Source: an optimization exercise on an open RTL-to-GDS flow (aim: small area). Production flows keep margins and buffers that such runs may drop.
No functional check of the RTL was part of this run.
No activity file was given, so power comes from the tool's default toggle rates.

==> run.sh <==
#!/bin/bash
# synth_recipe.tcl (not shown) runs the flow's synth.tcl, then flattens the netlist and writes it again
# the make line also repeats each setting of config.mk as NAME=value (left out here)
make -C /OpenROAD-flow-scripts/flow DESIGN_CONFIG=/design/flow/config.mk WORK_HOME=/design/flow/orfs CLKGATE_MAP_FILE= SYNTH_SCRIPT=/design/flow/synth_recipe.tcl finish
==> config.mk <==
export PLATFORM = sky130hd
export DESIGN_NAME = ssdControl
export DESIGN_NICKNAME = ssdControl
export VERILOG_FILES = /design/flow/design.v
export SDC_FILE = /design/flow/constraint.sdc
export NUM_CORES = 4
export LEC_CHECK = 0
export CAP_MARGIN = 20
export CORE_MARGIN = 2
export CORE_UTILIZATION = 40
export SLEW_MARGIN = 20
==> constraint.sdc <==
create_clock -name core_clock -period 10.0 [get_ports {clk}]
set_input_delay 2.0000 -clock core_clock [delete_from_list [all_inputs] [get_ports {clk}]]
set_output_delay 2.0000 -clock core_clock [all_outputs]
set_load 0.01 [all_outputs]
==> design.v <==
`timescale 1ns / 1ps
module ssdControl(
    input clk, rst, BTNC, BTNL, BTNR, BTNU, BTND,
    input [3:0] pol1, pol2, thief1, thief2,
    output [6:0] ssd,
    output [7:0] AN,
    output [15:0] LED
    );
    wire lvlC, sigC, sigL, sigR, sigU, sigD;
    wire lvlL, lvlR, lvlU, lvlD;
    Filter fC(.clk(clk), .rst(rst), .data_in(BTNC), .data_out(lvlC), .rise(sigC));
    Filter fL(.clk(clk), .rst(rst), .data_in(BTNL), .data_out(lvlL), .rise(sigL));
    Filter fR(.clk(clk), .rst(rst), .data_in(BTNR), .data_out(lvlR), .rise(sigR));
    Filter fU(.clk(clk), .rst(rst), .data_in(BTNU), .data_out(lvlU), .rise(sigU));
    Filter fD(.clk(clk), .rst(rst), .data_in(BTND), .data_out(lvlD), .rise(sigD));
    wire tick1kHz, tick1Hz;
    Divider #(.N(11), .TA(11), .TB(9),  .T(11'h0d8),   .J(11'h6bf))
        dFast(.clk(clk), .rst(rst), .tick(tick1kHz));
    Divider #(.N(20), .TA(20), .TB(17), .T(20'hb2514), .J(20'hf7c8a))
        dSlow(.clk(clk), .rst(rst), .tick(tick1Hz));
    wire [3:0] p1, p2, t1, t2, ones;
    wire [1:0] tens;
    wire wonGame;
    Game game(.clk(clk), .rst(rst), .sigC(sigC), .sigL(sigL), .sigR(sigR), .sigU(sigU), .sigD(sigD),
              .pol1(pol1), .pol2(pol2), .thief1(thief1), .thief2(thief2),
              .p1(p1), .p2(p2), .t1(t1), .t2(t2), .tens(tens), .ones(ones), .wonGame(wonGame));
    Leds leds(.clk(clk), .rst(rst), .tick(tick1Hz), .won(wonGame), .LED(LED));
    Display disp(.clk(clk), .rst(rst), .tick(tick1kHz), .lvlC(lvlC),
                 .p1(p1), .p2(p2), .t1(t1), .t2(t2), .tens(tens), .ones(ones),
                 .AN(AN), .ssd(ssd));
endmodule
module Leds(input clk, input rst, input tick, input won, output [15:0] LED);
    reg led;
    always @(posedge clk)
        if (rst)
            led <= 1'b0;
        else if (tick)
            led <= won & ~led;
    assign LED = {16{led}};
endmodule
module Dist(input [3:0] pol1, pol2, thief1, thief2, output [4:0] mind);
    wire [3:0] dx, dy;
    AbsDiff ax(.t(thief1), .p(pol1), .d(dx));
    AbsDiff ay(.t(thief2), .p(pol2), .d(dy));
    wire s0 = dx[0] ^ dy[0];
    wire c1 = dx[0] & dy[0];
    wire s1 = dx[1] ^ dy[1] ^ c1;
    wire c2 = (dx[1] & dy[1]) | (c1 & (dx[1] ^ dy[1]));
    wire s2 = dx[2] ^ dy[2] ^ c2;
    wire c3 = (dx[2] & dy[2]) | (c2 & (dx[2] ^ dy[2]));
    wire s3 = (dx[3] ^ dy[3]) | c3;
    wire s4 = dx[3] & dy[3];
    assign mind = {s4, s3, s2, s1, s0};
endmodule
module AbsDiff(input [3:0] t, input [3:0] p, output [3:0] d);
    wire x0 = t[0] ^ p[0];
    wire b1 = ~t[0] & p[0];
    wire x1 = t[1] ^ p[1] ^ b1;
    wire b2 = (~t[1] & p[1]) | (~(t[1] ^ p[1]) & b1);
    wire x2 = t[2] ^ p[2] ^ b2;
    wire b3 = (~t[2] & p[2]) | (~(t[2] ^ p[2]) & b2);
    wire x3 = t[3] ^ p[3] ^ b3;
    assign d[0] = x0;
    assign d[1] = x1 ^ (x3 & x0);
    assign d[2] = x2 ^ (x3 & (x1 | x0));
    assign d[3] = x3 & ~(x2 | x1 | x0);
endmodule
module Coord(
    input clk, rst, load, inc, dec,
    input [3:0] val,
    output reg [3:0] p
);
    wire all1 = &p;
    wire all0 = ~|p;
    wire [3:0] ti = {p[2] & p[1] & p[0], p[1] & p[0], p[0], 1'b1} & {4{inc & ~all1}};
    wire [3:0] td = {~p[2] & ~p[1] & ~p[0], ~p[1] & ~p[0], ~p[0], 1'b1} & {4{dec & ~all0}};
    always @(posedge clk)
        if (rst)
            p <= 4'd0;
        else if (load)
            p <= val;
        else
            p <= p ^ ti ^ td;
endmodule
module Hold4(
    input clk, rst, load,
    input [3:0] val,
    output reg [3:0] q
);
    wire u = load & ~rst;
    wire w = ~load & ~rst;
    wire [3:0] nx;
    genvar i;
    generate
        for (i = 0; i < 4; i = i + 1) begin : g
            AndOr ao(.a(u), .b(val[i]), .c(w), .d(q[i]), .y(nx[i]));
        end
    endgenerate
    always @(posedge clk)
        q <= nx;
endmodule
module Game(
    input clk, rst, sigC, sigL, sigR, sigU, sigD,
    input [3:0] pol1, pol2, thief1, thief2,
    output [3:0] p1, p2, t1, t2,
    output reg [1:0] tens,
    output reg [3:0] ones,
    output reg wonGame
);
    reg lostGame;
    reg [4:0] left;
    wire [4:0] mind;
    Dist dist_i(.pol1(pol1), .pol2(pol2), .thief1(thief1), .thief2(thief2), .mind(mind));
    wire act  = ~sigC & ~(wonGame | lostGame);
    wire mL = act & sigL;
    wire mR = act & ~sigL & sigR;
    wire mU = act & ~sigL & ~sigR & sigU;
    wire mD = act & ~sigL & ~sigR & ~sigU & sigD;
    wire move = act & (sigL | sigR | sigU | sigD);
    Coord cx(.clk(clk), .rst(rst), .load(sigC), .inc(mR), .dec(mL), .val(pol1), .p(p1));
    Coord cy(.clk(clk), .rst(rst), .load(sigC), .inc(mU), .dec(mD), .val(pol2), .p(p2));
    Hold4 hx(.clk(clk), .rst(rst), .load(sigC), .val(thief1), .q(t1));
    Hold4 hy(.clk(clk), .rst(rst), .load(sigC), .val(thief2), .q(t2));
    wire eq   = (p1 == t1) & (p2 == t2);
    wire lose = (left[4:1] == 4'b1101);
    wire win  = eq & ~(lose & ~left[0]);
    always @(posedge clk)
        if (rst) begin
            wonGame <= 1'b0;
            lostGame <= 1'b0;
        end else begin
            wonGame <= win | (lose & wonGame);
            lostGame <= win ? lostGame : lose;
        end
    wire [4:0] bl = {~left[3] & ~left[2] & ~left[1] & ~left[0],
                     ~left[2] & ~left[1] & ~left[0], ~left[1] & ~left[0], ~left[0], 1'b1};
    wire nine = ones[3] & ones[0];
    wire [3:0] ones_inc = nine ? 4'd0 :
                          {ones[3] ^ (ones[2] & ones[1] & ones[0]), ones[2] ^ (ones[1] & ones[0]),
                           ones[1] ^ ones[0], ~ones[0]};
    always @(posedge clk)
        if (rst) begin
            tens <= 2'd0;
            ones <= 4'd0;
            left <= 5'd0;
        end else if (sigC) begin
            tens <= 2'd0;
            ones <= 4'd0;
            left <= mind;
        end else if (move) begin
            left <= left ^ bl;
            ones <= ones_inc;
            if (nine)
                tens <= {tens[1] ^ tens[0], ~tens[0]};
        end
endmodule
module Display(
    input clk, rst, tick, lvlC,
    input [3:0] p1, p2, t1, t2, ones,
    input [1:0] tens,
    output [7:0] AN,
    output [6:0] ssd
);
    reg [2:0] sel;
    always @(posedge clk)
        if (rst | (tick & lvlC))
            sel <= 3'd0;
        else if (tick)
            sel <= {sel[2] ^ (sel[1] & sel[0]), sel[1] ^ sel[0], ~sel[0]};
    assign AN[7] = ~(~sel[2] &  sel[1] &  sel[0]);
    assign AN[6] = ~(~sel[2] &  sel[1] & ~sel[0]);
    assign AN[5] = ~(~sel[2] & ~sel[1] &  sel[0]);
    assign AN[4] = ~(~sel[2] & ~sel[1] & ~sel[0]);
    assign AN[3] = 1'b1;
    assign AN[2] = 1'b1;
    assign AN[1] = ~( sel[2] & ~sel[1] & ~sel[0]);
    assign AN[0] = ~( sel[2] & ~sel[1] &  sel[0]);
    wire [3:0] pos = sel[0] ? (sel[1] ? t1 : p1) : (sel[1] ? t2 : p2);
    wire [3:0] cnt = (sel[1] | sel[0]) ? ones : {2'b00, tens};
    wire [3:0] digit = sel[2] ? cnt : pos;
    reg [3:0] shown;
    always @(posedge clk)
        if (rst)
            shown <= 4'd8;
        else
            shown <= digit;
    localparam [15:0] SEG6 = 16'b0010_1000_0001_0010;
    localparam [15:0] SEG5 = 16'b1101_1000_0110_0000;
    localparam [15:0] SEG4 = 16'b1101_0000_0000_0100;
    localparam [15:0] SEG3 = 16'b1000_0100_1001_0010;
    localparam [15:0] SEG2 = 16'b0000_0010_1011_1010;
    localparam [15:0] SEG1 = 16'b0010_0000_1000_1110;
    localparam [15:0] SEG0 = 16'b0001_0000_1000_0011;
    assign ssd = {SEG6[shown], SEG5[shown], SEG4[shown], SEG3[shown],
                  SEG2[shown], SEG1[shown], SEG0[shown]};
endmodule
module Divider #(
    parameter N = 11,
    parameter TA = 11,
    parameter TB = 9,
    parameter [N-1:0] T = 0,
    parameter [N-1:0] J = 0
) (
    input clk,
    input rst,
    output tick
);
    reg [N-1:0] s;
    assign tick = (s == T);
    always @(posedge clk)
        if (rst)
            s <= {N{1'b0}};
        else if (tick)
            s <= J;
        else
            s <= {s[N-2:0], ~(s[TA-1] ^ s[TB-1])};
endmodule
`timescale 1ns / 1ps
module Filter(
    input  clk,
    input  rst,
    input  data_in,
    output data_out,    
    output rise         
);
    localparam [15:0] S_ON  = 16'h3068;    
    localparam [15:0] S_OFF = 16'h7e17;    
    reg [15:0] c;
    reg        h;
    wire z_up = ~|c[14:0];
    wire z_dn = ~|c[15:1] & c[0];
    wire f_up = c[15] ^ c[13] ^ c[12] ^ c[10] ^ z_up;
    wire f_dn = c[0] ^ c[14] ^ c[13] ^ c[11] ^ z_dn;
    wire u = data_in & ~rst;
    wire w = ~data_in & ~rst;
    wire [15:0] c_up = {c[14] | (c[15] & z_up), c[13:0], f_up};
    wire [15:0] c_dn = {f_dn, c[15:1]};
    wire [15:0] c_nx;
    genvar i;
    generate
        for (i = 0; i < 16; i = i + 1) begin : g
            AndOr ao(.a(u), .b(c_up[i]), .c(w), .d(c_dn[i]), .y(c_nx[i]));
        end
    endgenerate
    always @(posedge clk)
        c <= c_nx;
    wire hit_on  = (c == S_ON);
    wire hit_off = (c == S_OFF);
    assign data_out = h ? ~hit_off : hit_on;
    assign rise     = ~h & hit_on;
    always @(posedge clk)
        if (rst)
            h <= 1'b0;
        else
            h <= data_out;
endmodule
module AndOr(input a, input b, input c, input d, output y);
    assign y = (a & b) | (c & d);
endmodule
==> out/metrics.csv <==
metric;value;unit
r2r-end;game.ones[3];
seq_area_frac_synth;0.406;
die_w;141;um
core;18600;um2
fin_skew;0.00812;ns
crit_family;adder cells;
synth_most_common_cell;dfxtp_1;
globalplace.congestion;0.767;
netlist_top_cells_area;dfxtp_1 (41%), mux2i_1 (11%), nor2_1 (7.1%);
netlist_top_cells_count;dfxtp_1 (153), nor2_1 (142), mux2i_1 (83);
overflow;0;
drc;0;
dieArea;20000;um2
power;1.40;mW
fillers;1780;
num_antenna_cells;0;
critPathKind;in -> reg;
maxSlewViolCount;0;
io_pins;54;
ys_warn_count;8;
ys_ff_latch;153;
dr_total_vias;5645;
path_cells;clkdlybuf4s50_1 > ha_1 > inv_1 > fa_1 > fa_1 > xnor2_1 > xnor2_1 > nor2_1 > xnor2_1 > fa_1 > fa_1 > nor2_1 > a211oi_1;
htreeDepth;4;
r2r_start;fU.c[0];
grt_max_degree;81;
grt_pass1_vias;5422;
synth_area_leader_cell;dfxtp_1;
wire_per_inst;13.6;um
drt-total-wl;14900;um
holdCritStartpoint;dSlow.s[7];
initial_core_util;0.406;
detailed_place_hpwl;10300;um
avgSynthCellArea;8.98;um2
worstPathArrival;5.21;ns
r2r_slack;7.26;ns
crit_fanout;3;
drive_gt1_frac;0.0570;
status;complete, no violations;
synth_top_area_frac;0.406;
synth_edf_count;0;
required;10.33;ns
synthDistinctLibCells;55;
powerDensity;161;nW/um2
cts_tree;yes;
slew_headroom;0.347;
post_drt_via_cell_ratio;5.16;
irDropWorstVdd;114;uV
rows;50;
syn_inst;841;
max-cap-violations;0;
syn_area;7550;um2
cp_slowest_cell;fa_1;
startpoint_type;input pin;
tightestPinTransition;0.977;ns
cts_buffers;17;
drtAntennaViolNets;0;
setup_viol;0;
antenna_found_initial;0;
fin_cells;1094;
clk_path_buf_depth;2;
grt_usage;0.157;
finalHoldViolations;0;
period_needed;4.88;ns
finalNetCount;891;
cp-startpoint;pol2[0];
first_iter_violations;173;
crit_buf_inv;2;
p_leak;3.32;nW
ys.flop_type;dfxtp_1;
firstDrtPassIters;4;
hold_path_class;reg -> reg;
holdPathStages;1;
max_freq;205;MHz
postCtsSetupBuffers;0;
cpPeakStageDelay;0.49;ns
path_clk_slew;0.06;ns
ys_async_sr_fraction;0;
clkSinkCount;153;
syn2layout_area_growth;15.0;%
clk_latency;0.42;ns
rsz0062_at_grt;no;
finalSetupTns;0;ns
cts-root-buf;clkbuf_16;
die_y;141;um
min_to;dSlow.s[8];
cts_hold_buf;0;
dp.cells;1062;
ff2ff_path_depth;7;
worst_path_most_repeated_cell;fa_1;
post_cts_resized;0;
io_buffers;51;
fin_crit_sh;0.488;
end_kind;flop;
grt_pass1_wl;25700;um
layout make-up:
cell class / count / area, um2 / area share
Multi-Input combinational cell: 594 / 4060 / 0.468
Clock buffer: 23 / 488 / 0.0562
Clock inverter: 9 / 139 / 0.0160
Sequential cell: 153 / 3060 / 0.353
Inverter: 26 / 97.6 / 0.0112
Timing Repair Buffer: 55 / 538 / 0.0620
Tap cell: 234 / 293 / 0.0337
kinds of logic after synthesis:
| kind of cell | Yosys count | synth area share |
|---|---|---|
| AO/OA/AOI/OAI | 84 | 0.0739 |
| multiplexers | 89 | 0.126 |
| adder cells (fa/ha/maj) | 21 | 0.0408 |
| XOR/XNOR | 65 | 0.0754 |
| buffers and inverters | 95 | 0.0570 |
| AND/OR/NAND/NOR | 333 | 0.220 |
| other | 1 | 0.000497 |
| flip-flops | 153 | 0.406 |
worst max-delay path by stage:
| stage | end | cells past startpoint |
|---|---|---|
| floorplan | game.left[2] | 13 |
| global placement | game.left[2] | 13 |
| detailed placement | game.left[2] | 13 |
| CTS | game.left[2] | 13 |
| global route | game.left[2] | 13 |
| finish | game.left[2] | 13 |
metal layers:
| layer | vias to the layer above | part of all wire | global-route usage |
|---|---|---|---|
| met1 | 2665 | 0.49 | 0.202 |
| li1 | 2896 | - | - |
| met2 | 69 | 0.47 | 0.259 |
| met3 | 15 | 0.027 | 0.0412 |
| met4 | 0 | 0.014 | 0.0442 |
| met5 | - | 0 | 0 |
flip-flops by register name, indices dropped and copies added, names as in the netlist, 5 cells and up:
signal,cells
fR.c,16
fC.c,16
fU.c,16
fL.c,16
game.left,5
dSlow.s,20
dFast.s,11
fD.c,16
metrics by stage:
step | cell area [um2] | util | worst slack [ns] | hold WS (ns)
2_1_floorplan | 7550 | - | 5.31 | 0.421
3_3_place_gp | 8050 | 0.433 | 4.75 | 0.427
3_5_place_dp | 8050 | 0.433 | 4.69 | 0.438
4_1_cts | 8680 | 0.467 | 5.13 | 0.456
5_1_grt | 8680 | 0.467 | 4.90 | 0.480
6_report | 8680 | 0.467 | 5.12 | 0.452
where the power goes:
group	total (mW)	internal, mW	switching [mW]
logic	0.102	0.0485	0.0532
registers	0.629	0.618	0.0110
clock network	0.666	0.420	0.245
total	1.40	1.09	0.310
cells in the final DEF (no fill, tap or decap), types with 14 or more instances in the layout:
master / instances
nor3_1: 17
dfxtp_1: 153
a21oi_1: 30
nand4_1: 14
clkdlybuf4s50_1: 50
nor2_1: 142
ha_1: 15
xor2_1: 19
nor4_1: 19
inv_1: 26
mux2i_1: 83
nand2_1: 52
xnor2_1: 46
clkbuf_16: 17

## afterwards: timing with drivers on the ports
No port has a modelled driver above. Below, the same layout with a new extraction and two added sets of constraints. Step 1, drivers: a clkbuf_16 drives clk and a buf_2 each remaining input, both assumed. Step 2, shift: input delay + t, output delay - t, t = (earliest + latest rising clock arrival at the registers) / 2. This alone moves slack from input paths to output paths. Three values: ideal, step 1, step 2; two values: the first two.
shift t [ns]: 0.456
setup slack, ns: 5.118 / 5.134 / 4.678
clock arrival spread, ns: 0.009 / 0.009
worst register clock-pin slew, ns: 0.06 / 0.06
After both steps setup and hold are still met in this run. The setup slack of this run moves by +0.016 ns with the drivers and by -0.440 ns with both steps.
